This is an optimization exercise on Yosys and OpenROAD, whose aim is small area, not a production implementation.
The RTL was checked by simulation tests, not by an equivalence proof against the original design.
Power figures rest on the tool's default switching activity, not on a simulated workload.

==> design/flow/design.v <==
module combA (
   input  wire [9:0] pixel_x,
   input  wire [9:0] pixel_y,
   output wire [1:0] sel_o,
   output wire [6:0] info_o
);
  wire new_n30, new_n31, new_n32, new_n33, new_n34, new_n35, new_n36,
    new_n37, new_n38, new_n39, new_n40, new_n41, new_n42, new_n43, new_n48,
    new_n49, new_n50, new_n51, new_n52, new_n53, new_n54, new_n55, new_n56,
    new_n57, new_n58, new_n59, new_n60, new_n61, new_n62, new_n63, new_n64,
    new_n65, new_n66, new_n67, new_n68, new_n70, new_n71, new_n72, new_n73,
    new_n74, new_n75, new_n77, new_n78, new_n79, new_n80, new_n81, new_n82,
    new_n83, new_n84, new_n85, new_n86, new_n87, new_n88, new_n89, new_n90,
    new_n91, new_n92, new_n93, new_n94, new_n95, new_n96, new_n97, new_n98,
    new_n99, new_n100, new_n101, new_n102, new_n103, new_n104, new_n105,
    new_n106, new_n107, new_n108, new_n109, new_n110, new_n111, new_n112,
    new_n113, new_n114, new_n115, new_n116, new_n117, new_n118, new_n119,
    new_n120, new_n121, new_n122, new_n123, new_n124, new_n125, new_n126,
    new_n127, new_n128, new_n129, new_n130, new_n131, new_n132, new_n133,
    new_n134, new_n135, new_n136, new_n137, new_n138, new_n139, new_n140,
    new_n141, new_n142, new_n143, new_n144, new_n145, new_n146, new_n147,
    new_n148, new_n149, new_n150, new_n151, new_n152, new_n153, new_n154,
    new_n155, new_n156, new_n157, new_n158, new_n159, new_n160, new_n161,
    new_n162, new_n163, new_n164, new_n165, new_n166, new_n167, new_n168,
    new_n169, new_n170, new_n171, new_n172, new_n173, new_n174, new_n175,
    new_n176, new_n177, new_n178, new_n179, new_n180, new_n181, new_n182,
    new_n183, new_n184, new_n185, new_n186, new_n187, new_n188, new_n189,
    new_n190, new_n191, new_n192, new_n193, new_n194, new_n195, new_n196,
    new_n197, new_n198, new_n199, new_n200, new_n201, new_n202, new_n203,
    new_n204, new_n205, new_n206, new_n207, new_n208, new_n209, new_n210,
    new_n211, new_n212, new_n213, new_n214, new_n215, new_n216, new_n217,
    new_n218, new_n219, new_n220, new_n221, new_n222, new_n223, new_n224,
    new_n225, new_n226, new_n227, new_n228, new_n229, new_n230, new_n231,
    new_n232, new_n233, new_n234, new_n235, new_n236, new_n237, new_n238,
    new_n239, new_n240, new_n241, new_n242, new_n243, new_n244, new_n245,
    new_n246, new_n247, new_n248, new_n249, new_n250, new_n251, new_n252,
    new_n253, new_n254, new_n255, new_n256, new_n257, new_n258, new_n259,
    new_n260, new_n261, new_n262, new_n263, new_n264, new_n265, new_n266,
    new_n267, new_n268, new_n269, new_n270, new_n271, new_n272, new_n273,
    new_n274, new_n275, new_n276, new_n277, new_n278, new_n279, new_n280,
    new_n281, new_n282, new_n283, new_n284, new_n285, new_n286, new_n287,
    new_n288, new_n289, new_n290, new_n291, new_n292, new_n293, new_n294,
    new_n295, new_n296, new_n297, new_n298, new_n299, new_n300, new_n301,
    new_n302, new_n303, new_n304, new_n305, new_n306, new_n307, new_n308,
    new_n309, new_n310, new_n311, new_n312, new_n313, new_n314, new_n315,
    new_n316, new_n317, new_n318, new_n319, new_n320, new_n321, new_n322,
    new_n323, new_n324, new_n325, new_n326, new_n327, new_n328, new_n329,
    new_n331, new_n333;
  assign new_n30 = pixel_x[4]  & ~pixel_x[7] ;
  assign new_n31 = pixel_x[4]  & pixel_x[5] ;
  assign new_n32 = pixel_x[5]  & pixel_x[7] ;
  assign new_n33 = ~new_n30 & ~new_n32;
  assign new_n34 = ~new_n31 & ~new_n33;
  assign new_n35 = ~pixel_x[9]  & ~pixel_y[9] ;
  assign new_n36 = ~pixel_y[8]  & new_n35;
  assign new_n37 = ~pixel_x[8]  & ~pixel_y[5] ;
  assign new_n38 = ~pixel_y[6]  & ~pixel_y[7] ;
  assign new_n39 = new_n37 & new_n38;
  assign new_n40 = new_n36 & new_n39;
  assign new_n41 = pixel_x[6]  & new_n40;
  assign new_n42 = pixel_x[5]  & new_n41;
  assign new_n43 = ~new_n34 & new_n42;
  assign sel_o[0]  = ~new_n30 & new_n43;
  assign sel_o[1]  = pixel_x[4]  & new_n42;
  assign info_o[0]  = pixel_x[1]  & new_n43;
  assign info_o[1]  = pixel_x[2]  & new_n43;
  assign new_n48 = pixel_y[6]  & pixel_y[7] ;
  assign new_n49 = new_n36 & new_n48;
  assign new_n50 = pixel_x[6]  & pixel_x[7] ;
  assign new_n51 = pixel_x[8]  & ~new_n50;
  assign new_n52 = ~pixel_x[8]  & new_n50;
  assign new_n53 = ~new_n51 & ~new_n52;
  assign new_n54 = ~pixel_y[7]  & pixel_y[8] ;
  assign new_n55 = new_n35 & new_n54;
  assign new_n56 = pixel_x[8]  & new_n55;
  assign new_n57 = ~pixel_x[6]  & new_n32;
  assign new_n58 = new_n49 & new_n57;
  assign new_n59 = ~new_n56 & ~new_n58;
  assign new_n60 = new_n53 & new_n59;
  assign new_n61 = new_n49 & ~new_n60;
  assign new_n62 = ~new_n53 & new_n55;
  assign new_n63 = ~new_n61 & ~new_n62;
  assign new_n64 = pixel_x[3]  & new_n63;
  assign new_n65 = pixel_x[4]  & new_n61;
  assign new_n66 = pixel_x[5]  & new_n62;
  assign new_n67 = ~new_n65 & ~new_n66;
  assign new_n68 = ~new_n64 & new_n67;
  assign info_o[2]  = new_n43 & ~new_n68;
  assign new_n70 = ~new_n40 & ~new_n61;
  assign new_n71 = pixel_y[3]  & new_n70;
  assign new_n72 = pixel_y[2]  & new_n61;
  assign new_n73 = pixel_y[1]  & new_n40;
  assign new_n74 = ~new_n72 & ~new_n73;
  assign new_n75 = ~new_n71 & new_n74;
  assign info_o[3]  = new_n43 & ~new_n75;
  assign new_n77 = pixel_y[4]  & new_n70;
  assign new_n78 = pixel_y[3]  & new_n61;
  assign new_n79 = pixel_y[2]  & new_n40;
  assign new_n80 = ~new_n78 & ~new_n79;
  assign new_n81 = ~new_n77 & new_n80;
  assign new_n82 = new_n43 & ~new_n81;
  assign new_n83 = pixel_x[3]  & new_n70;
  assign new_n84 = pixel_x[2]  & new_n61;
  assign new_n85 = pixel_x[1]  & new_n40;
  assign new_n86 = ~new_n84 & ~new_n85;
  assign new_n87 = ~new_n83 & new_n86;
  assign new_n88 = pixel_x[6]  & new_n49;
  assign new_n89 = ~pixel_x[5]  & new_n88;
  assign new_n90 = ~pixel_x[7]  & new_n55;
  assign new_n91 = new_n50 & ~new_n55;
  assign new_n92 = ~new_n90 & ~new_n91;
  assign new_n93 = ~new_n89 & new_n92;
  assign new_n94 = ~pixel_x[6]  & new_n40;
  assign new_n95 = ~pixel_x[4]  & new_n94;
  assign new_n96 = ~pixel_x[7]  & new_n95;
  assign new_n97 = pixel_x[5]  & pixel_x[8] ;
  assign new_n98 = new_n61 & ~new_n97;
  assign new_n99 = pixel_x[7]  & new_n94;
  assign new_n100 = new_n31 & new_n99;
  assign new_n101 = ~pixel_x[6]  & new_n56;
  assign new_n102 = ~pixel_x[5]  & ~pixel_x[7] ;
  assign new_n103 = new_n40 & new_n102;
  assign new_n104 = ~new_n101 & ~new_n103;
  assign new_n105 = ~new_n100 & new_n104;
  assign new_n106 = ~new_n98 & new_n105;
  assign new_n107 = ~new_n96 & new_n106;
  assign new_n108 = pixel_x[6]  & ~new_n40;
  assign new_n109 = ~new_n94 & ~new_n108;
  assign new_n110 = ~pixel_x[7]  & ~new_n109;
  assign new_n111 = new_n34 & new_n40;
  assign new_n112 = new_n59 & ~new_n111;
  assign new_n113 = ~new_n110 & new_n112;
  assign new_n114 = new_n107 & ~new_n113;
  assign new_n115 = new_n93 & new_n114;
  assign new_n116 = pixel_y[5]  & ~new_n61;
  assign new_n117 = pixel_y[4]  & new_n61;
  assign new_n118 = pixel_y[3]  & new_n40;
  assign new_n119 = ~new_n117 & ~new_n118;
  assign new_n120 = ~new_n116 & new_n119;
  assign new_n121 = pixel_y[4]  & ~pixel_y[6] ;
  assign new_n122 = ~pixel_y[5]  & ~new_n121;
  assign new_n123 = ~new_n62 & new_n122;
  assign new_n124 = ~pixel_y[6]  & new_n62;
  assign new_n125 = ~new_n123 & ~new_n124;
  assign new_n126 = ~new_n120 & ~new_n125;
  assign new_n127 = ~new_n81 & new_n126;
  assign new_n128 = ~new_n75 & ~new_n81;
  assign new_n129 = new_n120 & new_n125;
  assign new_n130 = ~new_n128 & new_n129;
  assign new_n131 = ~new_n127 & ~new_n130;
  assign new_n132 = ~new_n107 & new_n113;
  assign new_n133 = ~pixel_x[5]  & pixel_y[7] ;
  assign new_n134 = pixel_x[6]  & ~new_n133;
  assign new_n135 = ~pixel_x[6]  & new_n133;
  assign new_n136 = ~new_n134 & ~new_n135;
  assign new_n137 = new_n132 & new_n136;
  assign new_n138 = ~new_n128 & ~new_n137;
  assign new_n139 = ~new_n131 & ~new_n138;
  assign new_n140 = new_n81 & new_n129;
  assign new_n141 = new_n75 & new_n81;
  assign new_n142 = ~new_n120 & ~new_n141;
  assign new_n143 = ~new_n125 & new_n142;
  assign new_n144 = ~new_n140 & ~new_n143;
  assign new_n145 = pixel_x[6]  & ~new_n144;
  assign new_n146 = ~new_n139 & ~new_n145;
  assign new_n147 = new_n115 & ~new_n146;
  assign new_n148 = new_n120 & ~new_n128;
  assign new_n149 = ~new_n125 & ~new_n127;
  assign new_n150 = ~new_n148 & new_n149;
  assign new_n151 = ~pixel_x[6]  & new_n130;
  assign new_n152 = ~new_n150 & ~new_n151;
  assign new_n153 = pixel_x[7]  & ~new_n59;
  assign new_n154 = ~new_n106 & new_n153;
  assign new_n155 = ~new_n81 & new_n154;
  assign new_n156 = new_n32 & new_n95;
  assign new_n157 = new_n52 & new_n55;
  assign new_n158 = ~new_n156 & ~new_n157;
  assign new_n159 = ~new_n155 & new_n158;
  assign new_n160 = ~new_n152 & ~new_n159;
  assign new_n161 = new_n75 & new_n127;
  assign new_n162 = ~new_n99 & ~new_n108;
  assign new_n163 = new_n115 & new_n162;
  assign new_n164 = new_n161 & new_n163;
  assign new_n165 = new_n128 & new_n129;
  assign new_n166 = new_n137 & new_n165;
  assign new_n167 = ~new_n164 & ~new_n166;
  assign new_n168 = ~new_n160 & new_n167;
  assign new_n169 = ~new_n147 & new_n168;
  assign new_n170 = ~new_n81 & new_n120;
  assign new_n171 = ~new_n126 & ~new_n129;
  assign new_n172 = ~new_n170 & new_n171;
  assign new_n173 = new_n120 & new_n141;
  assign new_n174 = ~pixel_x[5]  & new_n96;
  assign new_n175 = ~new_n142 & new_n174;
  assign new_n176 = ~new_n173 & new_n175;
  assign new_n177 = ~new_n93 & ~new_n113;
  assign new_n178 = ~new_n107 & new_n177;
  assign new_n179 = ~new_n176 & ~new_n178;
  assign new_n180 = new_n75 & new_n125;
  assign new_n181 = new_n170 & ~new_n180;
  assign new_n182 = ~new_n150 & new_n181;
  assign new_n183 = ~new_n179 & ~new_n182;
  assign new_n184 = pixel_x[5]  & ~pixel_x[8] ;
  assign new_n185 = new_n88 & new_n184;
  assign new_n186 = ~new_n149 & new_n185;
  assign new_n187 = pixel_x[8]  & ~new_n93;
  assign new_n188 = new_n114 & new_n187;
  assign new_n189 = new_n140 & new_n154;
  assign new_n190 = ~new_n188 & ~new_n189;
  assign new_n191 = ~new_n186 & new_n190;
  assign new_n192 = ~new_n183 & new_n191;
  assign new_n193 = ~new_n172 & ~new_n192;
  assign new_n194 = ~pixel_x[4]  & ~pixel_x[5] ;
  assign new_n195 = ~new_n31 & ~new_n194;
  assign new_n196 = new_n94 & ~new_n195;
  assign new_n197 = new_n40 & new_n194;
  assign new_n198 = pixel_x[6]  & ~new_n197;
  assign new_n199 = new_n59 & ~new_n198;
  assign new_n200 = ~new_n196 & new_n199;
  assign new_n201 = ~new_n107 & new_n200;
  assign new_n202 = ~new_n131 & new_n201;
  assign new_n203 = new_n75 & ~new_n81;
  assign new_n204 = ~pixel_x[5]  & ~new_n203;
  assign new_n205 = new_n202 & ~new_n204;
  assign new_n206 = new_n140 & new_n174;
  assign new_n207 = ~new_n205 & ~new_n206;
  assign new_n208 = ~new_n193 & new_n207;
  assign new_n209 = new_n169 & new_n208;
  assign new_n210 = new_n150 & new_n188;
  assign new_n211 = new_n129 & new_n155;
  assign new_n212 = ~new_n210 & ~new_n211;
  assign new_n213 = new_n126 & new_n154;
  assign new_n214 = new_n141 & new_n213;
  assign new_n215 = new_n93 & ~new_n128;
  assign new_n216 = new_n132 & ~new_n136;
  assign new_n217 = ~new_n215 & new_n216;
  assign new_n218 = new_n127 & new_n217;
  assign new_n219 = ~new_n128 & ~new_n188;
  assign new_n220 = new_n128 & ~new_n154;
  assign new_n221 = new_n126 & ~new_n220;
  assign new_n222 = ~new_n219 & new_n221;
  assign new_n223 = ~new_n218 & ~new_n222;
  assign new_n224 = ~new_n214 & new_n223;
  assign new_n225 = new_n212 & new_n224;
  assign new_n226 = new_n209 & new_n225;
  assign new_n227 = new_n87 & ~new_n226;
  assign new_n228 = pixel_x[3]  & ~new_n62;
  assign new_n229 = pixel_x[4]  & new_n62;
  assign new_n230 = ~new_n228 & ~new_n229;
  assign new_n231 = ~new_n40 & ~new_n230;
  assign new_n232 = pixel_x[2]  & new_n40;
  assign new_n233 = ~new_n231 & ~new_n232;
  assign new_n234 = ~new_n227 & ~new_n233;
  assign new_n235 = ~pixel_x[5]  & new_n107;
  assign new_n236 = new_n81 & new_n180;
  assign new_n237 = ~new_n81 & ~new_n180;
  assign new_n238 = ~new_n113 & ~new_n237;
  assign new_n239 = ~new_n236 & new_n238;
  assign new_n240 = ~new_n235 & ~new_n239;
  assign new_n241 = new_n41 & ~new_n240;
  assign new_n242 = new_n165 & ~new_n241;
  assign new_n243 = new_n154 & new_n182;
  assign new_n244 = pixel_x[6]  & ~new_n81;
  assign new_n245 = new_n129 & new_n244;
  assign new_n246 = new_n115 & new_n245;
  assign new_n247 = ~new_n243 & ~new_n246;
  assign new_n248 = ~new_n165 & new_n247;
  assign new_n249 = ~new_n242 & ~new_n248;
  assign new_n250 = ~new_n93 & new_n128;
  assign new_n251 = new_n143 & ~new_n250;
  assign new_n252 = new_n217 & new_n251;
  assign new_n253 = ~new_n87 & ~new_n252;
  assign new_n254 = ~new_n249 & new_n253;
  assign new_n255 = new_n209 & new_n254;
  assign new_n256 = ~new_n172 & new_n241;
  assign new_n257 = ~new_n75 & new_n126;
  assign new_n258 = new_n137 & new_n257;
  assign new_n259 = new_n247 & ~new_n258;
  assign new_n260 = ~new_n256 & new_n259;
  assign new_n261 = new_n182 & new_n241;
  assign new_n262 = new_n161 & new_n174;
  assign new_n263 = new_n87 & ~new_n262;
  assign new_n264 = ~new_n252 & new_n263;
  assign new_n265 = ~new_n261 & new_n264;
  assign new_n266 = new_n188 & new_n257;
  assign new_n267 = new_n233 & ~new_n266;
  assign new_n268 = new_n265 & new_n267;
  assign new_n269 = new_n260 & new_n268;
  assign new_n270 = ~new_n255 & ~new_n269;
  assign new_n271 = ~new_n158 & new_n182;
  assign new_n272 = ~pixel_y[3]  & new_n271;
  assign new_n273 = new_n81 & new_n257;
  assign new_n274 = new_n163 & new_n273;
  assign new_n275 = new_n127 & new_n188;
  assign new_n276 = ~new_n274 & ~new_n275;
  assign new_n277 = ~new_n272 & new_n276;
  assign new_n278 = ~new_n81 & new_n258;
  assign new_n279 = ~new_n179 & new_n182;
  assign new_n280 = ~new_n158 & new_n161;
  assign new_n281 = ~new_n165 & ~new_n273;
  assign new_n282 = new_n201 & ~new_n281;
  assign new_n283 = ~new_n280 & ~new_n282;
  assign new_n284 = ~new_n279 & new_n283;
  assign new_n285 = ~new_n278 & new_n284;
  assign new_n286 = ~new_n174 & new_n220;
  assign new_n287 = new_n139 & ~new_n286;
  assign new_n288 = new_n285 & ~new_n287;
  assign new_n289 = new_n277 & new_n288;
  assign new_n290 = ~new_n270 & new_n289;
  assign new_n291 = ~new_n234 & ~new_n290;
  assign new_n292 = ~new_n68 & ~new_n291;
  assign new_n293 = ~new_n157 & ~new_n163;
  assign new_n294 = new_n129 & ~new_n293;
  assign new_n295 = new_n126 & new_n157;
  assign new_n296 = ~new_n137 & ~new_n174;
  assign new_n297 = new_n273 & ~new_n296;
  assign new_n298 = ~new_n295 & ~new_n297;
  assign new_n299 = ~new_n294 & new_n298;
  assign new_n300 = new_n169 & new_n299;
  assign new_n301 = new_n285 & new_n300;
  assign new_n302 = ~new_n87 & ~new_n301;
  assign new_n303 = ~new_n126 & new_n139;
  assign new_n304 = ~new_n213 & new_n233;
  assign new_n305 = ~new_n202 & new_n304;
  assign new_n306 = ~new_n252 & new_n305;
  assign new_n307 = ~new_n303 & new_n306;
  assign new_n308 = ~new_n193 & new_n307;
  assign new_n309 = new_n277 & new_n308;
  assign new_n310 = ~new_n302 & new_n309;
  assign new_n311 = new_n212 & new_n265;
  assign new_n312 = ~new_n249 & new_n311;
  assign new_n313 = new_n301 & new_n312;
  assign new_n314 = new_n130 & new_n185;
  assign new_n315 = ~new_n87 & ~new_n314;
  assign new_n316 = ~new_n262 & new_n315;
  assign new_n317 = ~new_n274 & new_n316;
  assign new_n318 = new_n167 & new_n223;
  assign new_n319 = new_n317 & new_n318;
  assign new_n320 = new_n284 & new_n319;
  assign new_n321 = new_n260 & new_n320;
  assign new_n322 = ~new_n313 & ~new_n321;
  assign new_n323 = ~new_n233 & ~new_n271;
  assign new_n324 = ~new_n322 & new_n323;
  assign new_n325 = ~new_n310 & ~new_n324;
  assign new_n326 = new_n165 & ~new_n293;
  assign new_n327 = new_n68 & ~new_n326;
  assign new_n328 = ~new_n325 & new_n327;
  assign new_n329 = ~new_n292 & ~new_n328;
  assign info_o[4]  = new_n82 | new_n329;
  assign new_n331 = new_n43 & ~new_n120;
  assign info_o[5]  = ~new_n63 | new_n331;
  assign new_n333 = new_n43 & ~new_n125;
  assign info_o[6]  = ~new_n70 & ~new_n333;
endmodule
module combB (
   input  wire [1:0] a_sel,
   input  wire [6:0] a_info,
   input  wire [3:0] dig0,
   input  wire [3:0] dig1,
   input  wire [1:0] ball_num,
   output wire [1:0] b_area,
   output wire b_dot
);
  wire new_n23, new_n26, new_n27, new_n28, new_n29, new_n30, new_n31,
    new_n32, new_n33, new_n34, new_n35, new_n36, new_n37, new_n38, new_n39,
    new_n40, new_n41, new_n42, new_n43, new_n44, new_n45, new_n46, new_n47,
    new_n48, new_n49, new_n50, new_n51, new_n52, new_n53, new_n54, new_n55,
    new_n56, new_n57, new_n58, new_n59, new_n60, new_n61, new_n62, new_n63,
    new_n64, new_n65, new_n66, new_n67, new_n68, new_n69, new_n70, new_n71,
    new_n72, new_n73, new_n74, new_n75, new_n76, new_n77, new_n78, new_n79,
    new_n80, new_n81, new_n82, new_n83, new_n84, new_n85, new_n86, new_n87,
    new_n88, new_n89, new_n90, new_n91, new_n92, new_n93, new_n94, new_n95,
    new_n96, new_n97, new_n98, new_n99, new_n100, new_n101, new_n102,
    new_n103, new_n104, new_n105, new_n106, new_n107, new_n108, new_n109,
    new_n110, new_n111, new_n112, new_n113, new_n114, new_n115, new_n116,
    new_n117, new_n118, new_n119, new_n120, new_n121, new_n122, new_n123,
    new_n124, new_n125, new_n126, new_n127, new_n128, new_n129, new_n130,
    new_n131, new_n132, new_n133, new_n134, new_n135, new_n136, new_n137,
    new_n138, new_n139, new_n140, new_n141, new_n142, new_n143, new_n144,
    new_n145, new_n146, new_n147, new_n148, new_n149, new_n150, new_n151,
    new_n152, new_n153, new_n154, new_n155, new_n156, new_n157, new_n158,
    new_n159, new_n160, new_n161, new_n162, new_n163, new_n164, new_n165,
    new_n166, new_n167, new_n168, new_n169, new_n170, new_n171, new_n172,
    new_n173, new_n174, new_n175, new_n176, new_n177, new_n178, new_n179,
    new_n180, new_n181, new_n182, new_n183, new_n184, new_n185, new_n186,
    new_n187, new_n188, new_n189, new_n190, new_n191, new_n192, new_n193,
    new_n194, new_n195, new_n196, new_n197, new_n198, new_n199, new_n200,
    new_n201, new_n202, new_n203, new_n204, new_n205, new_n206, new_n207,
    new_n208, new_n209, new_n210, new_n211, new_n212, new_n213, new_n214,
    new_n215, new_n216, new_n217, new_n218, new_n219, new_n220, new_n221,
    new_n222, new_n223, new_n224, new_n225, new_n226, new_n227, new_n228,
    new_n229, new_n230, new_n231, new_n232, new_n233, new_n234, new_n235,
    new_n236, new_n237, new_n238, new_n239, new_n240, new_n241, new_n242,
    new_n243, new_n244, new_n245, new_n246, new_n247, new_n248, new_n249,
    new_n250, new_n251, new_n252, new_n253, new_n254, new_n255, new_n256,
    new_n257, new_n258, new_n259, new_n260, new_n261, new_n262, new_n263,
    new_n264, new_n265, new_n266, new_n267, new_n268, new_n269, new_n270,
    new_n271, new_n272, new_n273, new_n274, new_n275, new_n276, new_n277,
    new_n278, new_n279, new_n280, new_n281, new_n282, new_n283, new_n284,
    new_n285, new_n286, new_n287, new_n288, new_n289, new_n290, new_n291,
    new_n292, new_n293, new_n294, new_n295, new_n296, new_n297;
  assign new_n23 = ~a_sel[0]  & ~a_sel[1] ;
  assign b_area[0]  = a_info[5]  & new_n23;
  assign b_area[1]  = a_info[6]  | ~new_n23;
  assign new_n26 = ~a_sel[0]  & dig0[2] ;
  assign new_n27 = ~a_sel[1]  & dig1[2] ;
  assign new_n28 = ~new_n26 & ~new_n27;
  assign new_n29 = a_sel[0]  & a_sel[1] ;
  assign new_n30 = ~new_n23 & ~new_n29;
  assign new_n31 = ~ball_num[1]  & ~new_n30;
  assign new_n32 = ~a_sel[1]  & ~dig1[1] ;
  assign new_n33 = ~a_sel[0]  & ~dig0[1] ;
  assign new_n34 = ~new_n32 & ~new_n33;
  assign new_n35 = ~new_n31 & new_n34;
  assign new_n36 = ~new_n28 & ~new_n35;
  assign new_n37 = ~ball_num[0]  & ~new_n30;
  assign new_n38 = ~a_sel[0]  & ~dig0[0] ;
  assign new_n39 = ~a_sel[1]  & ~dig1[0] ;
  assign new_n40 = ~new_n38 & ~new_n39;
  assign new_n41 = ~new_n37 & new_n40;
  assign new_n42 = a_info[5]  & ~a_info[6] ;
  assign new_n43 = ~a_info[4]  & new_n42;
  assign new_n44 = a_info[3]  & new_n43;
  assign new_n45 = ~a_info[5]  & a_info[6] ;
  assign new_n46 = ~a_info[3]  & ~a_info[4] ;
  assign new_n47 = new_n45 & new_n46;
  assign new_n48 = ~new_n44 & ~new_n47;
  assign new_n49 = new_n41 & ~new_n48;
  assign new_n50 = a_info[3]  & a_info[4] ;
  assign new_n51 = new_n42 & new_n50;
  assign new_n52 = ~new_n41 & new_n51;
  assign new_n53 = ~new_n49 & ~new_n52;
  assign new_n54 = new_n36 & ~new_n53;
  assign new_n55 = new_n28 & ~new_n35;
  assign new_n56 = a_info[4]  & ~a_info[6] ;
  assign new_n57 = ~a_info[5]  & new_n41;
  assign new_n58 = new_n56 & new_n57;
  assign new_n59 = new_n41 & new_n43;
  assign new_n60 = ~new_n58 & ~new_n59;
  assign new_n61 = ~a_info[3]  & new_n56;
  assign new_n62 = new_n45 & new_n50;
  assign new_n63 = ~new_n61 & ~new_n62;
  assign new_n64 = a_info[4]  & ~a_info[5] ;
  assign new_n65 = ~new_n42 & ~new_n45;
  assign new_n66 = ~new_n64 & new_n65;
  assign new_n67 = ~new_n41 & ~new_n66;
  assign new_n68 = new_n63 & ~new_n67;
  assign new_n69 = new_n60 & new_n68;
  assign new_n70 = new_n55 & ~new_n69;
  assign new_n71 = ~new_n46 & ~new_n50;
  assign new_n72 = ~new_n60 & ~new_n71;
  assign new_n73 = ~new_n28 & new_n35;
  assign new_n74 = ~new_n52 & new_n73;
  assign new_n75 = new_n72 & new_n74;
  assign new_n76 = ~a_sel[0]  & dig0[3] ;
  assign new_n77 = ~a_sel[1]  & dig1[3] ;
  assign new_n78 = ~new_n76 & ~new_n77;
  assign new_n79 = ~new_n75 & ~new_n78;
  assign new_n80 = ~new_n70 & new_n79;
  assign new_n81 = ~new_n54 & new_n80;
  assign new_n82 = a_info[6]  & new_n41;
  assign new_n83 = ~a_info[5]  & new_n82;
  assign new_n84 = new_n50 & new_n83;
  assign new_n85 = ~new_n41 & new_n45;
  assign new_n86 = ~new_n50 & new_n85;
  assign new_n87 = new_n35 & ~new_n64;
  assign new_n88 = a_info[5]  & new_n72;
  assign new_n89 = a_info[3]  & ~new_n41;
  assign new_n90 = new_n56 & new_n89;
  assign new_n91 = ~new_n41 & new_n42;
  assign new_n92 = ~new_n35 & ~new_n91;
  assign new_n93 = ~new_n90 & new_n92;
  assign new_n94 = ~new_n88 & new_n93;
  assign new_n95 = ~new_n87 & ~new_n94;
  assign new_n96 = ~new_n86 & ~new_n95;
  assign new_n97 = ~new_n84 & new_n96;
  assign new_n98 = new_n28 & ~new_n97;
  assign new_n99 = ~a_info[3]  & a_info[4] ;
  assign new_n100 = new_n57 & new_n99;
  assign new_n101 = a_info[4]  & new_n91;
  assign new_n102 = new_n60 & ~new_n101;
  assign new_n103 = new_n41 & new_n61;
  assign new_n104 = new_n102 & ~new_n103;
  assign new_n105 = ~new_n100 & new_n104;
  assign new_n106 = ~new_n44 & ~new_n84;
  assign new_n107 = new_n105 & new_n106;
  assign new_n108 = new_n36 & ~new_n107;
  assign new_n109 = ~new_n58 & ~new_n91;
  assign new_n110 = ~new_n86 & new_n109;
  assign new_n111 = new_n73 & ~new_n110;
  assign new_n112 = new_n78 & ~new_n111;
  assign new_n113 = ~new_n108 & new_n112;
  assign new_n114 = ~new_n98 & new_n113;
  assign new_n115 = ~new_n81 & ~new_n114;
  assign new_n116 = new_n64 & new_n89;
  assign new_n117 = ~new_n58 & ~new_n116;
  assign new_n118 = new_n73 & ~new_n117;
  assign new_n119 = ~new_n115 & ~new_n118;
  assign new_n120 = ~a_info[1]  & ~a_info[2] ;
  assign new_n121 = ~new_n119 & new_n120;
  assign new_n122 = new_n36 & ~new_n68;
  assign new_n123 = new_n78 & ~new_n122;
  assign new_n124 = ~new_n41 & ~new_n96;
  assign new_n125 = new_n50 & new_n82;
  assign new_n126 = new_n55 & ~new_n125;
  assign new_n127 = ~new_n124 & new_n126;
  assign new_n128 = new_n41 & ~new_n65;
  assign new_n129 = a_info[4]  & new_n128;
  assign new_n130 = ~new_n103 & ~new_n129;
  assign new_n131 = ~new_n64 & ~new_n128;
  assign new_n132 = ~new_n65 & new_n131;
  assign new_n133 = new_n91 & ~new_n99;
  assign new_n134 = new_n132 & ~new_n133;
  assign new_n135 = new_n130 & ~new_n134;
  assign new_n136 = new_n45 & ~new_n99;
  assign new_n137 = new_n135 & new_n136;
  assign new_n138 = new_n36 & ~new_n51;
  assign new_n139 = ~new_n100 & new_n138;
  assign new_n140 = ~new_n137 & new_n139;
  assign new_n141 = new_n55 & new_n132;
  assign new_n142 = new_n28 & ~new_n141;
  assign new_n143 = ~new_n43 & new_n131;
  assign new_n144 = new_n142 & new_n143;
  assign new_n145 = new_n73 & ~new_n85;
  assign new_n146 = new_n104 & new_n145;
  assign new_n147 = ~new_n144 & ~new_n146;
  assign new_n148 = ~new_n140 & new_n147;
  assign new_n149 = ~new_n127 & new_n148;
  assign new_n150 = new_n123 & ~new_n149;
  assign new_n151 = new_n46 & new_n85;
  assign new_n152 = new_n35 & ~new_n151;
  assign new_n153 = new_n102 & new_n152;
  assign new_n154 = ~new_n35 & ~new_n49;
  assign new_n155 = new_n45 & new_n71;
  assign new_n156 = ~new_n43 & ~new_n155;
  assign new_n157 = ~new_n41 & ~new_n156;
  assign new_n158 = ~a_info[3]  & new_n157;
  assign new_n159 = ~new_n116 & ~new_n158;
  assign new_n160 = new_n154 & new_n159;
  assign new_n161 = ~new_n28 & ~new_n160;
  assign new_n162 = ~new_n153 & new_n161;
  assign new_n163 = new_n55 & ~new_n66;
  assign new_n164 = ~new_n125 & new_n163;
  assign new_n165 = ~new_n78 & ~new_n164;
  assign new_n166 = ~new_n162 & new_n165;
  assign new_n167 = ~a_info[1]  & a_info[2] ;
  assign new_n168 = ~new_n166 & new_n167;
  assign new_n169 = ~new_n150 & new_n168;
  assign new_n170 = a_info[1]  & ~a_info[2] ;
  assign new_n171 = new_n51 & new_n73;
  assign new_n172 = ~new_n163 & ~new_n171;
  assign new_n173 = new_n41 & ~new_n172;
  assign new_n174 = new_n28 & new_n63;
  assign new_n175 = ~new_n101 & new_n174;
  assign new_n176 = new_n73 & ~new_n83;
  assign new_n177 = ~new_n41 & new_n61;
  assign new_n178 = ~new_n100 & ~new_n177;
  assign new_n179 = new_n176 & new_n178;
  assign new_n180 = new_n46 & new_n91;
  assign new_n181 = new_n36 & ~new_n103;
  assign new_n182 = ~new_n90 & new_n181;
  assign new_n183 = ~new_n180 & new_n182;
  assign new_n184 = ~new_n179 & ~new_n183;
  assign new_n185 = ~new_n62 & ~new_n184;
  assign new_n186 = ~new_n175 & ~new_n185;
  assign new_n187 = ~new_n173 & ~new_n186;
  assign new_n188 = new_n78 & ~new_n187;
  assign new_n189 = new_n35 & ~new_n82;
  assign new_n190 = ~new_n63 & ~new_n189;
  assign new_n191 = new_n28 & ~new_n190;
  assign new_n192 = new_n28 & new_n35;
  assign new_n193 = ~new_n156 & new_n192;
  assign new_n194 = new_n191 & ~new_n193;
  assign new_n195 = ~new_n78 & ~new_n194;
  assign new_n196 = ~a_info[3]  & new_n83;
  assign new_n197 = new_n73 & ~new_n157;
  assign new_n198 = ~new_n196 & new_n197;
  assign new_n199 = new_n130 & new_n198;
  assign new_n200 = new_n36 & new_n48;
  assign new_n201 = ~new_n134 & new_n200;
  assign new_n202 = ~new_n199 & ~new_n201;
  assign new_n203 = new_n195 & new_n202;
  assign new_n204 = ~new_n188 & ~new_n203;
  assign new_n205 = new_n170 & ~new_n204;
  assign new_n206 = a_info[0]  & ~new_n205;
  assign new_n207 = ~new_n169 & new_n206;
  assign new_n208 = ~new_n121 & new_n207;
  assign new_n209 = ~new_n100 & new_n174;
  assign new_n210 = new_n73 & ~new_n135;
  assign new_n211 = ~new_n35 & new_n157;
  assign new_n212 = ~new_n44 & ~new_n49;
  assign new_n213 = ~new_n55 & new_n212;
  assign new_n214 = ~new_n211 & new_n213;
  assign new_n215 = ~new_n210 & new_n214;
  assign new_n216 = ~new_n209 & ~new_n215;
  assign new_n217 = ~new_n78 & ~new_n193;
  assign new_n218 = ~new_n216 & new_n217;
  assign new_n219 = new_n63 & ~new_n129;
  assign new_n220 = new_n176 & ~new_n219;
  assign new_n221 = ~new_n41 & new_n44;
  assign new_n222 = new_n63 & ~new_n221;
  assign new_n223 = new_n192 & ~new_n222;
  assign new_n224 = new_n55 & ~new_n131;
  assign new_n225 = ~new_n223 & ~new_n224;
  assign new_n226 = new_n123 & new_n225;
  assign new_n227 = ~new_n220 & new_n226;
  assign new_n228 = ~a_info[1]  & ~new_n227;
  assign new_n229 = ~new_n218 & new_n228;
  assign new_n230 = new_n74 & ~new_n86;
  assign new_n231 = new_n60 & new_n230;
  assign new_n232 = ~new_n61 & new_n189;
  assign new_n233 = ~new_n131 & new_n232;
  assign new_n234 = ~new_n35 & ~new_n50;
  assign new_n235 = new_n35 & new_n50;
  assign new_n236 = ~new_n234 & ~new_n235;
  assign new_n237 = new_n83 & new_n236;
  assign new_n238 = ~new_n180 & ~new_n237;
  assign new_n239 = ~new_n233 & new_n238;
  assign new_n240 = new_n142 & new_n239;
  assign new_n241 = ~new_n231 & ~new_n240;
  assign new_n242 = ~new_n140 & new_n241;
  assign new_n243 = new_n78 & ~new_n242;
  assign new_n244 = ~new_n72 & new_n74;
  assign new_n245 = ~new_n116 & new_n154;
  assign new_n246 = ~new_n28 & ~new_n245;
  assign new_n247 = ~new_n244 & new_n246;
  assign new_n248 = ~new_n62 & new_n163;
  assign new_n249 = new_n178 & new_n248;
  assign new_n250 = ~new_n78 & ~new_n249;
  assign new_n251 = ~new_n247 & new_n250;
  assign new_n252 = a_info[1]  & ~new_n251;
  assign new_n253 = ~new_n243 & new_n252;
  assign new_n254 = ~new_n229 & ~new_n253;
  assign new_n255 = a_info[2]  & ~new_n254;
  assign new_n256 = new_n36 & ~new_n105;
  assign new_n257 = new_n63 & new_n64;
  assign new_n258 = a_info[3]  & new_n85;
  assign new_n259 = ~new_n257 & ~new_n258;
  assign new_n260 = new_n192 & ~new_n259;
  assign new_n261 = ~new_n141 & ~new_n260;
  assign new_n262 = new_n112 & new_n261;
  assign new_n263 = ~new_n256 & new_n262;
  assign new_n264 = ~new_n179 & ~new_n231;
  assign new_n265 = new_n159 & ~new_n264;
  assign new_n266 = ~new_n28 & ~new_n47;
  assign new_n267 = ~new_n101 & new_n266;
  assign new_n268 = new_n154 & new_n267;
  assign new_n269 = ~new_n78 & ~new_n191;
  assign new_n270 = ~new_n268 & new_n269;
  assign new_n271 = ~new_n265 & new_n270;
  assign new_n272 = ~new_n80 & new_n120;
  assign new_n273 = ~new_n271 & new_n272;
  assign new_n274 = ~new_n263 & new_n273;
  assign new_n275 = new_n64 & ~new_n100;
  assign new_n276 = new_n55 & ~new_n275;
  assign new_n277 = ~new_n88 & new_n276;
  assign new_n278 = new_n41 & ~new_n63;
  assign new_n279 = new_n36 & ~new_n133;
  assign new_n280 = ~new_n63 & new_n64;
  assign new_n281 = ~new_n52 & ~new_n280;
  assign new_n282 = ~new_n73 & new_n281;
  assign new_n283 = new_n152 & new_n282;
  assign new_n284 = ~new_n279 & ~new_n283;
  assign new_n285 = ~new_n278 & ~new_n284;
  assign new_n286 = ~new_n116 & new_n179;
  assign new_n287 = new_n78 & ~new_n286;
  assign new_n288 = ~new_n285 & new_n287;
  assign new_n289 = ~new_n277 & new_n288;
  assign new_n290 = ~new_n271 & ~new_n289;
  assign new_n291 = new_n170 & ~new_n290;
  assign new_n292 = ~a_info[0]  & ~new_n291;
  assign new_n293 = ~new_n274 & new_n292;
  assign new_n294 = ~new_n255 & new_n293;
  assign new_n295 = ~new_n208 & ~new_n294;
  assign new_n296 = ~new_n23 & ~new_n295;
  assign new_n297 = ~a_info[4]  & new_n23;
  assign b_dot = ~new_n296 & ~new_n297;
endmodule
module text (
   input  wire        clk,
   input  wire        rst,
   input  wire [9:0]  pixel_x,
   input  wire [9:0]  pixel_y,
   input  wire [3:0]  dig0,
   input  wire [3:0]  dig1,
   input  wire [1:0]  ball_num,
   output wire [2:0]  text_strings_on,
   output reg         text_bit_on,
   output wire [2:0]  text_color
);
   wire [1:0] sel;
   wire [6:0] info;
   combA u_a (.pixel_x(pixel_x), .pixel_y(pixel_y), .sel_o(sel), .info_o(info));
   reg [1:0] a_sel;
   reg [6:0] a_info;
   always @(posedge clk) begin
      a_sel  <= sel;
      a_info <= info;
   end
   wire [1:0] area_b;
   wire       dot_b;
   combB u_b (.a_sel(a_sel), .a_info(a_info), .dig0(dig0), .dig1(dig1), .ball_num(ball_num),
              .b_area(area_b), .b_dot(dot_b));
   reg [1:0] b_area, c_area, d_area, e_area;
   reg       b_dot, c_dot, d_dot;
   always @(posedge clk) begin
      b_area <= area_b;
      b_dot  <= dot_b;
      c_area <= b_area;
      c_dot  <= b_dot;
      d_area <= c_area;
      d_dot  <= c_dot;
      e_area <= d_area;
   end
   always @(posedge clk) begin
      if (rst)
         text_bit_on <= 1'b0;
      else
         text_bit_on <= d_dot;
   end
   assign text_strings_on = {e_area == 2'd3, e_area == 2'd2, e_area == 2'd1};
   assign text_color      = 3'b011;
endmodule
==> design/flow/run.sh <==
#!/bin/bash
# synth_recipe.tcl (not shown) runs the flow's synth.tcl, then flattens the netlist and writes it again
# the make line also repeats each setting of config.mk as NAME=value (left out here)
make -C /OpenROAD-flow-scripts/flow DESIGN_CONFIG=/design/flow/config.mk WORK_HOME=/design/flow/orfs CLKGATE_MAP_FILE= SYNTH_SCRIPT=/design/flow/synth_recipe.tcl finish
==> design/flow/config.mk <==
export PLATFORM = sky130hd
export DESIGN_NAME = text
export DESIGN_NICKNAME = text
export VERILOG_FILES = /design/flow/design.v
export SDC_FILE = /design/flow/constraint.sdc
export NUM_CORES = 4
export LEC_CHECK = 0
export ABC_AREA = 1
export CAP_MARGIN = 20
export CORE_MARGIN = 2
export CORE_UTILIZATION = 25
export CTS_BUF_LIST = sky130_fd_sc_hd__clkbuf_2 sky130_fd_sc_hd__clkbuf_4
export SLEW_MARGIN = 20
export SYNTH_MEMORY_MAX_BITS = 16384
==> design/flow/constraint.sdc <==
create_clock -name core_clock -period 10.0 [get_ports {clk}]
set_input_delay 2.0000 -clock core_clock [delete_from_list [all_inputs] [get_ports {clk}]]
set_output_delay 2.0000 -clock core_clock [all_outputs]
set_load 0.01 [all_outputs]
==> summary.log, run 1 <==
INFO  timing         final-setup-viol-count=0
INFO  floorplanning  initial_utilization=25.50%
INFO  grt            grt_antenna_before_repair=0
INFO  setup_path     worstPathRequired=10.20ns
INFO  routing        vias=3661
INFO  place          place_area=3705um2
INFO  routing        drt_pre_antenna_iters=7
INFO  yosys          synth.cell_area=3192um2
INFO  routing        detail_route.iter0.violations=346
INFO  yosys          post_synth.cell_area_avg=5.751um2
INFO  floorplanning  fp.dieH=117.0um
INFO  floorplanning  die_x=117.0um
INFO  grt            grt_pass1_wl=16.20mm
INFO  setup_path     cp_cell_instances=clkdlybuf4s50_1 -> nand2_1 -> inv_1 -> ha_1 -> nor2_2 -> inv_2 -> o21ai_4 -> inv_1 -> ha_1 -> nand2_2 -> nor2_2 -> nand2_1 -> nand2_1 -> inv_1 -> nand2_1 -> a21oi_2 -> nand4_1 -> nand2_1 -> nand2_1 -> nand2_1 -> nand2_1 -> nand2_1 -> nand2_1
INFO  setup_path     critical_path_arrival=5.34ns
INFO  setup_path     critical_path.max_stage_delay=0.70ns
INFO  layout         mostFrequentLayoutCell=sky130_fd_sc_hd__nand2_1
INFO  yosys          synth.yosys.warnings=1
INFO  yosys          synth-edff-count=0
INFO  timing         worst-slew-pin-transition=0.6280ns
INFO  clock_tree     postCtsHoldBufs=0
INFO  grt            grt_pass1_vias=3396
INFO  clock_tree     clock_sink_count=21
INFO  grt            maximum_number_of_pins_on_one_net_before_global_route_repair=16
INFO  clock_tree     post_cts.resized_instances=0
INFO  yosys          synth_area_leaders=sky130_fd_sc_hd__nand2_1 (16%), sky130_fd_sc_hd__dfxtp_1 (13%), sky130_fd_sc_hd__inv_1 (10%), sky130_fd_sc_hd__nand3_1 (8.3%), sky130_fd_sc_hd__nor2_1 (7.4%)
INFO  setup_path     worst_setup_path_start_kind=input port
INFO  layout         final_nets=634
INFO  timing         fin_crit=5.137ns
INFO  setup_path     critical_path.max_fanout=10
INFO  clock_tree     cts_htree_levels=1
INFO  routing        antenna_left=0
INFO  clock_tree     cts_tree=built
INFO  routing        postRouteWirelength=9.815mm
INFO  place          place_congestion=1.013
INFO  yosys          synthesis.instances=555
INFO  routing        routedWlPerCell=12.93um
INFO  grt            grt_use_total=14.46%
INFO  place          placed_cells=755
INFO  place          io_buffer_count=33
INFO  min_path       hold_path.class=reg2reg
INFO  floorplanning  placement_rows=41
INFO  routing        detail_route.vias_per_cell=4.823
INFO  floorplanning  core_region_area=12520um2
INFO  setup_path     cp_slowest_cell=sky130_fd_sc_hd__clkdlybuf4s50_1
INFO  timing         grt_setup_unrepaired=false
INFO  yosys          postSynth.asyncResetShare=0%
INFO  pwr            power_density=65.27nW/um2
INFO  floorplanning  pin_count=39
INFO  layout         fraction_of_layout_cells_with_a_size_suffix_above_1=12.27%
INFO  flow_run       cap_viol_max_count=0
INFO  setup_path     criticalPathCategory=in2reg
INFO  yosys          fraction_of_post_synthesis_cell_area_in_the_top_cell_type_by_area=15.76%
INFO  clock_tree     cts.reportedPaths.clkPinSlew=0.11ns
INFO  setup_path     endpoint_kind=register
INFO  yosys          synth_top_cell_by_area=sky130_fd_sc_hd__nand2_1
INFO  pwr            ir_worst_vdd=42.14uV
INFO  clock_tree     cts_root_buf=sky130_fd_sc_hd__clkbuf_4
INFO  layout         final_cells=759
INFO  clock_tree     cts_buffers=3
INFO  setup_path     crit_buf_inv=5
INFO  setup_path     timing.reg2reg.setup_slack=6.76ns
INFO  timing         worst_slew_margin_rel=57.69%
INFO  yosys          synth_sequential_area_ratio=13.17%
INFO  timing         fmax=194.7MHz
INFO  timing         hold_fails_final_rpt=0
INFO  floorplanning  design.die.area=13690um2
INFO  pwr            total_leakage_power=1.828nW
INFO  layout         insertedDiodeCount=0
INFO  yosys          postSynthRegisterBits=21
INFO  clock_tree     cts_setup_buffers=0
INFO  layout         finalInstanceArea=3735um2
INFO  timing         worst_clock_skew=0.005268ns
INFO  setup_path     cp_common_cell=sky130_fd_sc_hd__nand2_1
INFO  clock_tree     clk_path_buf_depth=2
INFO  routing        drc_errors=0
INFO  timing         post-route-period-util=51.37%
INFO  place          dp_hpwl=8.130mm
INFO  yosys          synth_ff_type=sky130_fd_sc_hd__dfxtp_1
INFO  grt            globalRoute.totalOverflow=0
INFO  layout         area_growth=17.01%
INFO  yosys          netlist-cell-type-count=50
INFO  timing         slew_violations=0
INFO  setup_path     critical_path.top_delay_family=simple AND/OR/NAND/NOR gates
INFO  layout         layout.cells.most_common_list=sky130_fd_sc_hd__nand2_1 (134), sky130_fd_sc_hd__inv_1 (87), sky130_fd_sc_hd__nor2_1 (63)
INFO  timing         totalNegativeSetupSlack=0ns
INFO  clock_tree     clk_latency=0.29ns
INFO  status         outcome=timing/DRC/antenna clean
layout make-up:
| cell class | instances | area, um2 |
|---|---|---|
| tap | 172 | 215.2 |
| inverter | 100 | 377.9 |
| clock buffer | 4 | 30.03 |
| timing repair buffer | 33 | 330.3 |
| multi-input combinational | 429 | 2361 |
| sequential | 21 | 420.4 |
| fill | 1445 | 8782 |
path summary, 6_finish.rpt:
kind,from,endpoint,cells past startpoint
worst min-delay path,b_dot,c_dot,0
worst max-delay path,pixel_x[6],a_info[4],23
worst min register to register,b_dot,c_dot,0
worst max register to register,a_sel[1],b_dot,19
layer usage:
layer  GRT usage [%]  routed length [um]  up-vias
li1                -                   -     1864
met1           20.12                4588     1578
met2           23.04                4173      184
met3           1.905                 739       35
met4           4.941                 314        0
met5               0                   0        -
worst register-to-register path: cells and delay by family (launching register included):
kind | cells | cell delay [ns]
simple gates | 14 | 1.79
fa+ha+maj | 1 | 0.30
buf+inv | 1 | 0.07
flops | 1 | 0.45
compound gates | 3 | 0.52
cell usage after synthesis (7+ instances only):
cell type / n
sky130_fd_sc_hd__nand4_1: 11
sky130_fd_sc_hd__nor2_2: 8
sky130_fd_sc_hd__nand3_2: 8
sky130_fd_sc_hd__nor2_1: 63
sky130_fd_sc_hd__inv_2: 11
sky130_fd_sc_hd__nand3_1: 53
sky130_fd_sc_hd__o22ai_1: 7
sky130_fd_sc_hd__nor3_1: 12
sky130_fd_sc_hd__o21ai_0: 27
sky130_fd_sc_hd__dfxtp_1: 21
sky130_fd_sc_hd__ha_1: 14
sky130_fd_sc_hd__nand2_4: 7
sky130_fd_sc_hd__a21oi_1: 23
sky130_fd_sc_hd__nand2_2: 10
sky130_fd_sc_hd__nand2_1: 134
sky130_fd_sc_hd__inv_1: 87
where the power goes:
group	leakage, nW	internal (mW)	switching (mW)	total, mW
Combinational	1.64	0.0406	0.0722	0.113
Clock	0.0184	0.0182	0.0227	0.0409
Sequential	0.171	0.0875	0.00258	0.0901
Total	1.83	0.146	0.0975	0.244
sequential cells by signal, summed over array words and instances, names as in the netlist:
| register | cells |
|---|---|
| a_info | 7 |
| text_bit_on | 1 |
| d_area | 2 |
| c_dot | 1 |
| b_dot | 1 |
| b_area | 2 |
| e_area | 2 |
| c_area | 2 |
| a_sel | 2 |
| d_dot | 1 |
logic make-up (layout without fill, tap and decap cells):
group | Yosys count | in the layout | share of synthesized area, %
DFF | 21 | 21 | 13.17
other | 2 | 3 | 0.2353
and+or+nand+nor | 325 | 325 | 51.04
AOI/OAI and AO/OA | 86 | 86 | 16.82
adders and majority gates | 14 | 14 | 5.488
xor gates and xnor gates | 1 | 1 | 0.2745
buffers and inverters | 106 | 137 | 12.97
stage by stage:
step / setup WS (ns) / utilization [%] / hold WS, ns / power [mW]
final: 4.863 / 29.84 / 0.3369 / 0.2438
after CTS: 4.904 / 29.84 / 0.3372 / 0.2433
after global placement: 4.584 / 29.60 / 0.3098 / 0.2039
after floorplan: 5.575 / - / 0.3096 / 0.1671
after global routing: 4.615 / 29.84 / 0.3423 / 0.2621
after detailed placement: 4.582 / 29.60 / 0.3121 / 0.2021
==> run 2: changes to the inputs <==
==> design/flow/flow/run.sh (new file) <==
#!/bin/bash
# Own layout flow: the standard synthesis, then the combinational logic is
# re-mapped for area (flip-flops untouched, same names and cells), then the standard flow's
# standard layout (floorplan .. finish) with small port buffers.
set -euo pipefail
W=$PWD
F=$W/flow
R=$W/orfs/results/$FLOW_PLATFORM/text/base
YOSYS=${YOSYS_EXE:-$FLOW_HOME/../tools/install/yosys/bin/yosys}
[ -x "$YOSYS" ] || YOSYS=yosys
LIB=$FLOW_HOME/platforms/$FLOW_PLATFORM/lib/sky130_fd_sc_hd__tt_025C_1v80.lib

# 1. standard synthesis
bash standard.sh synth > $W/1_synth.log 2>&1

# 2. area re-mapping of the combinational logic
cp $R/1_2_yosys.v $W/1_2_yosys.std.v
if REMAP_LIB=$LIB REMAP_RESULTS=$R REMAP_ABC=$F/remap.script FLOW_TOP=$FLOW_TOP \
     $YOSYS -c $F/remap.tcl > $W/2_remap.log 2>&1 &&
   bash $F/eqcheck.sh $YOSYS $LIB $W/1_2_yosys.std.v $R/1_2_yosys.remap.v $FLOW_TOP > $W/3_eqcheck.log 2>&1; then
  cp $R/1_2_yosys.remap.v $R/1_2_yosys.v
  rm -f $R/1_synth.odb $R/1_synth.sdc
  echo "remapped netlist in use" >> $W/3_eqcheck.log
else
  echo "remap failed or not equivalent: standard netlist kept" >> $W/3_eqcheck.log
fi

# 3. standard layout
bash standard.sh "BUFFER_PORTS_ARGS=-buffer_cell sky130_fd_sc_hd__buf_1" finish > $W/4_layout.log 2>&1
==> design/flow/flow/eqcheck.sh (new file) <==
#!/bin/bash
# eqcheck.sh YOSYS LIB gold.v gate.v TOP : equivalence of two netlists, registers matched by name
Y=$1; LIB=$2; T=$5
D=$(mktemp -d)
sed "s/^module $T(/module gold(/; s/^module $T (/module gold (/" $3 > $D/gold.v
sed "s/^module $T(/module gate(/; s/^module $T (/module gate (/" $4 > $D/gate.v
$Y -p "read_liberty -ignore_miss_func $LIB; read_verilog $D/gold.v; read_verilog $D/gate.v; setattr -mod -set keep 1 gold gate; flatten gold gate; proc; opt_clean; async2sync; equiv_make gold gate equiv; hierarchy -top equiv; equiv_simple -seq 2; equiv_induct; equiv_status -assert"
r=$?; rm -rf $D; exit $r
==> design/flow/flow/remap.script (new file) <==
strash
dch -f
amap
==> design/flow/flow/remap.tcl (new file) <==
# Re-map the combinational logic of the standard synthesis netlist for area.
# The flip-flops are kept as they are (same instances, names and cells).
yosys -import
set lib $::env(REMAP_LIB)
set res $::env(REMAP_RESULTS)
read_liberty -ignore_miss_func $lib
read_verilog -defer $res/1_2_yosys.v
hierarchy -top $::env(FLOW_TOP)
# keep sequential cells as instances
foreach m [split [exec sh -c {grep -o 'sky130_fd_sc_hd__df[a-z0-9_]*' "$0" | sort -u} $res/1_2_yosys.v] "\n"] {
  if {$m ne ""} { setattr -mod -set keep_hierarchy 1 $m }
}
flatten
opt_clean -purge
stat
abc -script $::env(REMAP_ABC) -liberty $lib -dont_use sky130_fd_sc_hd__probe_p_8 -dont_use sky130_fd_sc_hd__probec_p_8 -dont_use *lpflow*
opt_clean -purge
hilomap -singleton -hicell sky130_fd_sc_hd__conb_1 HI -locell sky130_fd_sc_hd__conb_1 LO
insbuf -buf sky130_fd_sc_hd__buf_1 A X
splitnets
opt_clean -purge
hierarchy -top $::env(FLOW_TOP)
tee -o $res/remap_stat.txt stat -liberty $lib
select -module $::env(FLOW_TOP)
write_verilog -noattr -nohex -nodec -selected $res/1_2_yosys.remap.v
==> design/flow/standard.sh (new file) <==
#!/bin/bash
# synth_recipe.tcl (not shown) runs the flow's synth.tcl, then flattens the netlist and writes it again
# the make line also repeats each setting of config.mk as NAME=value (left out here)
make -C /OpenROAD-flow-scripts/flow DESIGN_CONFIG=/design/flow/config.mk WORK_HOME=/design/flow/orfs CLKGATE_MAP_FILE= SYNTH_SCRIPT=/design/flow/synth_recipe.tcl "${@:-finish}"
removed: design/flow/run.sh
==> summary.log, run 2 <==
INFO  timing         grt_setup_unrepaired=false
INFO  timing         post-route-period-util=72.45% [+21 points]
INFO  floorplanning  placement_rows=35 [-15%]
INFO  timing         worst_slew_margin_rel=42.46% [-15 points]
INFO  clock_tree     cts_setup_buffers=0 [unchanged]
INFO  clock_tree     clk_path_buf_depth=2 [unchanged]
INFO  floorplanning  design.die.area=10440um2 [-24%]
INFO  layout         area_growth=14.12%
INFO  setup_path     critical_path.max_stage_delay=0.71ns [about the same]
INFO  layout         top_register=a_info
INFO  grt            grt_pass1_vias=3177 [-6.4%]
INFO  yosys          synth.cell_area=2410um2 [-25%]
INFO  setup_path     criticalPathCategory=in2reg
INFO  routing        drt_pre_antenna_iters=5 [-2]
INFO  routing        antenna_left=0 [unchanged]
INFO  min_path       hold_path.class=reg2reg
INFO  clock_tree     postCtsHoldBufs=0 [unchanged]
INFO  timing         totalNegativeSetupSlack=0ns [unchanged]
INFO  yosys          post_synth.cell_area_avg=5.697um2 [-0.94%]
INFO  grt            grt_use_total=17.08% [+2.6 points]
INFO  routing        drc_errors=0 [unchanged]
INFO  timing         worst_clock_skew=0.001224ns [-0.004044 ns]
INFO  layout         multi_input_area=1735um2 [-26%]
INFO  layout         final_nets=495 [-22%]
INFO  floorplanning  initial_utilization=25.96% [+0.46 points]
INFO  floorplanning  pin_count=39 [unchanged]
INFO  place          place_area=2718um2 [-27%]
INFO  layout         final_cells=591 [-22%]
INFO  grt            maximum_number_of_pins_on_one_net_before_global_route_repair=17 [+1]
INFO  routing        vias=3390 [-7.4%]
INFO  place          placed_cells=587 [-22%]
INFO  pwr            ir_worst_vdd=35.52uV [-16%]
INFO  setup_path     endpoint_kind=register
INFO  pwr            power_density=76.78nW/um2 [+18%]
INFO  layout         area.sequential=420.4um2 [unchanged]
INFO  layout         finalInstanceArea=2750um2 [-26%]
INFO  floorplanning  die_x=102.2um [-13%]
INFO  clock_tree     post_cts.resized_instances=0 [unchanged]
INFO  clock_tree     clock_sink_count=21 [unchanged]
INFO  pwr            total_leakage_power=0.8819nW [-52%]
INFO  layout         layout.cells.most_common_list=sky130_fd_sc_hd__nor2_1 (115), sky130_fd_sc_hd__clkinv_1 (67), sky130_fd_sc_hd__o21ai_0 (38)
INFO  clock_tree     cts_root_buf=sky130_fd_sc_hd__clkbuf_4
INFO  clock_tree     cts_buffers=3 [unchanged]
INFO  clock_tree     cts_tree=built
INFO  place          place_congestion=0.9875 [-2.5%]
INFO  timing         fin_crit=7.245ns [+2.109 ns]
INFO  clock_tree     clk_latency=0.30ns [about the same]
INFO  setup_path     cp_num_cells=21 [-8.7%]
INFO  grt            grt_antenna_before_repair=0 [unchanged]
INFO  min_path       cell_depth_of_the_worst_hold_path=0 [unchanged]
INFO  routing        detail_route.vias_per_cell=5.736 [+19%]
INFO  setup_path     cp_slowest_cell=sky130_fd_sc_hd__a222oi_1
INFO  setup_path     critical_path_arrival=7.43ns [+2.09 ns]
INFO  setup_path     crit_buf_inv=3 [-2]
INFO  setup_path     cp_common_cell=sky130_fd_sc_hd__o21ai_0
INFO  layout         finalCoreUtilization=29.62% [-0.22 points]
INFO  setup_path     cp_cell_instances=buf_1 -> or2_0 -> or2_0 -> or3_1 -> o41a_1 -> a21oi_1 -> clkinv_1 -> a222oi_1 -> clkinv_1 -> a21oi_1 -> o21ai_0 -> o211ai_1 -> o21ai_0 -> a21o_1 -> a2111oi_0 -> nor2_1 -> nor4_1 -> a31oi_1 -> nor2_1 -> nand2b_1 -> o21ai_0
INFO  setup_path     worstPathRequired=10.19ns [about the same]
INFO  floorplanning  fp.dieH=102.2um [-13%]
INFO  layout         mostFrequentLayoutCell=sky130_fd_sc_hd__nor2_1
INFO  timing         slew_violations=0 [unchanged]
INFO  routing        postRouteWirelength=8.675mm [-12%]
INFO  timing         fmax=138.0MHz [-29%]
INFO  flow_run       cap_viol_max_count=0 [unchanged]
INFO  clock_tree     cts_htree_levels=1 [unchanged]
INFO  layout         nFillCells=1052 [-27%]
INFO  place          io_buffer_count=33 [unchanged]
INFO  routing        routedWlPerCell=14.68um [+14%]
INFO  timing         final-setup-viol-count=0 [unchanged]
INFO  floorplanning  core_region_area=9284um2 [-26%]
INFO  timing         worst-slew-pin-transition=0.8552ns [+0.2272 ns]
INFO  routing        detail_route.iter0.violations=366 [+5.8%]
INFO  layout         largest_reg_flops=7 [unchanged]
INFO  layout         insertedDiodeCount=0 [unchanged]
INFO  setup_path     critical_path.max_fanout=8 [-2]
INFO  yosys          synthesis.instances=423 [-24%]
INFO  setup_path     worst_setup_path_start_kind=input port
INFO  layout         fraction_of_layout_cells_with_a_size_suffix_above_1=1.948% [-10 points]
INFO  grt            grt_pass1_wl=14.56mm [-10%]
INFO  timing         hold_fails_final_rpt=0 [unchanged]
INFO  grt            globalRoute.totalOverflow=0 [unchanged]
INFO  setup_path     critical_path.top_delay_family=compound AO/OA/AOI/OAI gates
INFO  setup_path     timing.reg2reg.worst_path_depth=20 [+1]
INFO  yosys          synth.yosys.warnings=1 [unchanged]
INFO  status         outcome=timing/DRC/antenna clean
INFO  place          dp_hpwl=6.913mm [-15%]
INFO  clock_tree     cts.reportedPaths.clkPinSlew=0.11ns [about the same]
==> run 2: final cells by class <==
type / count / share of cell area (%)
clock buffer: 3 / 0.8189
clock inverter: 1 / 0.1820
inverter: 67 / 9.145
multi-input combinational: 333 / 63.10
sequential: 21 / 15.29
tap: 129 / 5.869
timing repair buffer: 37 / 5.596
==> run 2: layer usage <==
layer	wire, um	up-vias	global-route usage, %
met5	0	-	0
met4	580	0	10.36
met3	1068	70	3.899
met2	3544	300	26.82
met1	3481	1439	21.27
li1	-	1581	-
==> run 2: worst paths after layout <==
| kind | end | startpoint | slack [ns] |
|---|---|---|---|
| setup / recovery | a_info[4] | pixel_x[9] | 2.75 |
| hold / removal | c_area[0] | b_area[0] | 0.34 |
| setup reg to reg | b_dot | a_sel[1] | 6.14 |
| hold reg to reg | c_area[0] | b_area[0] | 0.34 |
==> run 2: report_power, final <==
part	internal, mW	leakage [nW]	switching (mW)
combinational	0.0265	0.693	0.0563
sequential	0.0874	0.171	0.00149
clock	0.0149	0.0177	0.0247
total	0.129	0.882	0.0824
==> run 2: through the flow <==
step / hold slack [ns] / total power [mW] / setup slack (ns)
3_5_place_dp: 0.3121 / 0.1696 / 2.715
5_1_grt: 0.3450 / 0.2243 / 2.431
6_report: 0.3373 / 0.2112 / 2.755
2_1_floorplan: 0.3096 / 0.1455 / 3.364
3_3_place_gp: 0.3122 / 0.1720 / 2.651
4_1_cts: 0.3388 / 0.2085 / 3.003

## afterwards: timing with drivers on the ports
Ports are ideal in the flow. The routed layouts listed here were re-timed in OpenROAD.
Step 1: set_driving_cell puts a clkbuf_16 on clk and a buf_2 on each other input, an assumption about the parent block.
Step 2 adds t to the input delays and takes it off the output delays; t is the mean of the earliest and latest rising clock arrival at the registers after step 1. Input paths then give back, and output paths get back, about the clock's delay inside the block.
a / b / c = ideal / step 1 / step 2; a / b = the first two.
run	t (ns)	slack for setup (ns)	worst hold slack (ns)	slew at the worst register clock pin (ns)
run 1	0.310	4.863 / 4.863 / 4.553	0.337 / 0.337 / 0.337	0.11 / 0.11
run 2	0.323	2.755 / 2.761 / 2.438	0.337 / 0.337 / 0.337	0.11 / 0.11
After both steps every run listed still meets setup and hold. For run 2, which loses most, drivers alone change the setup slack by +0.006 ns; drivers and shift together by -0.317 ns.
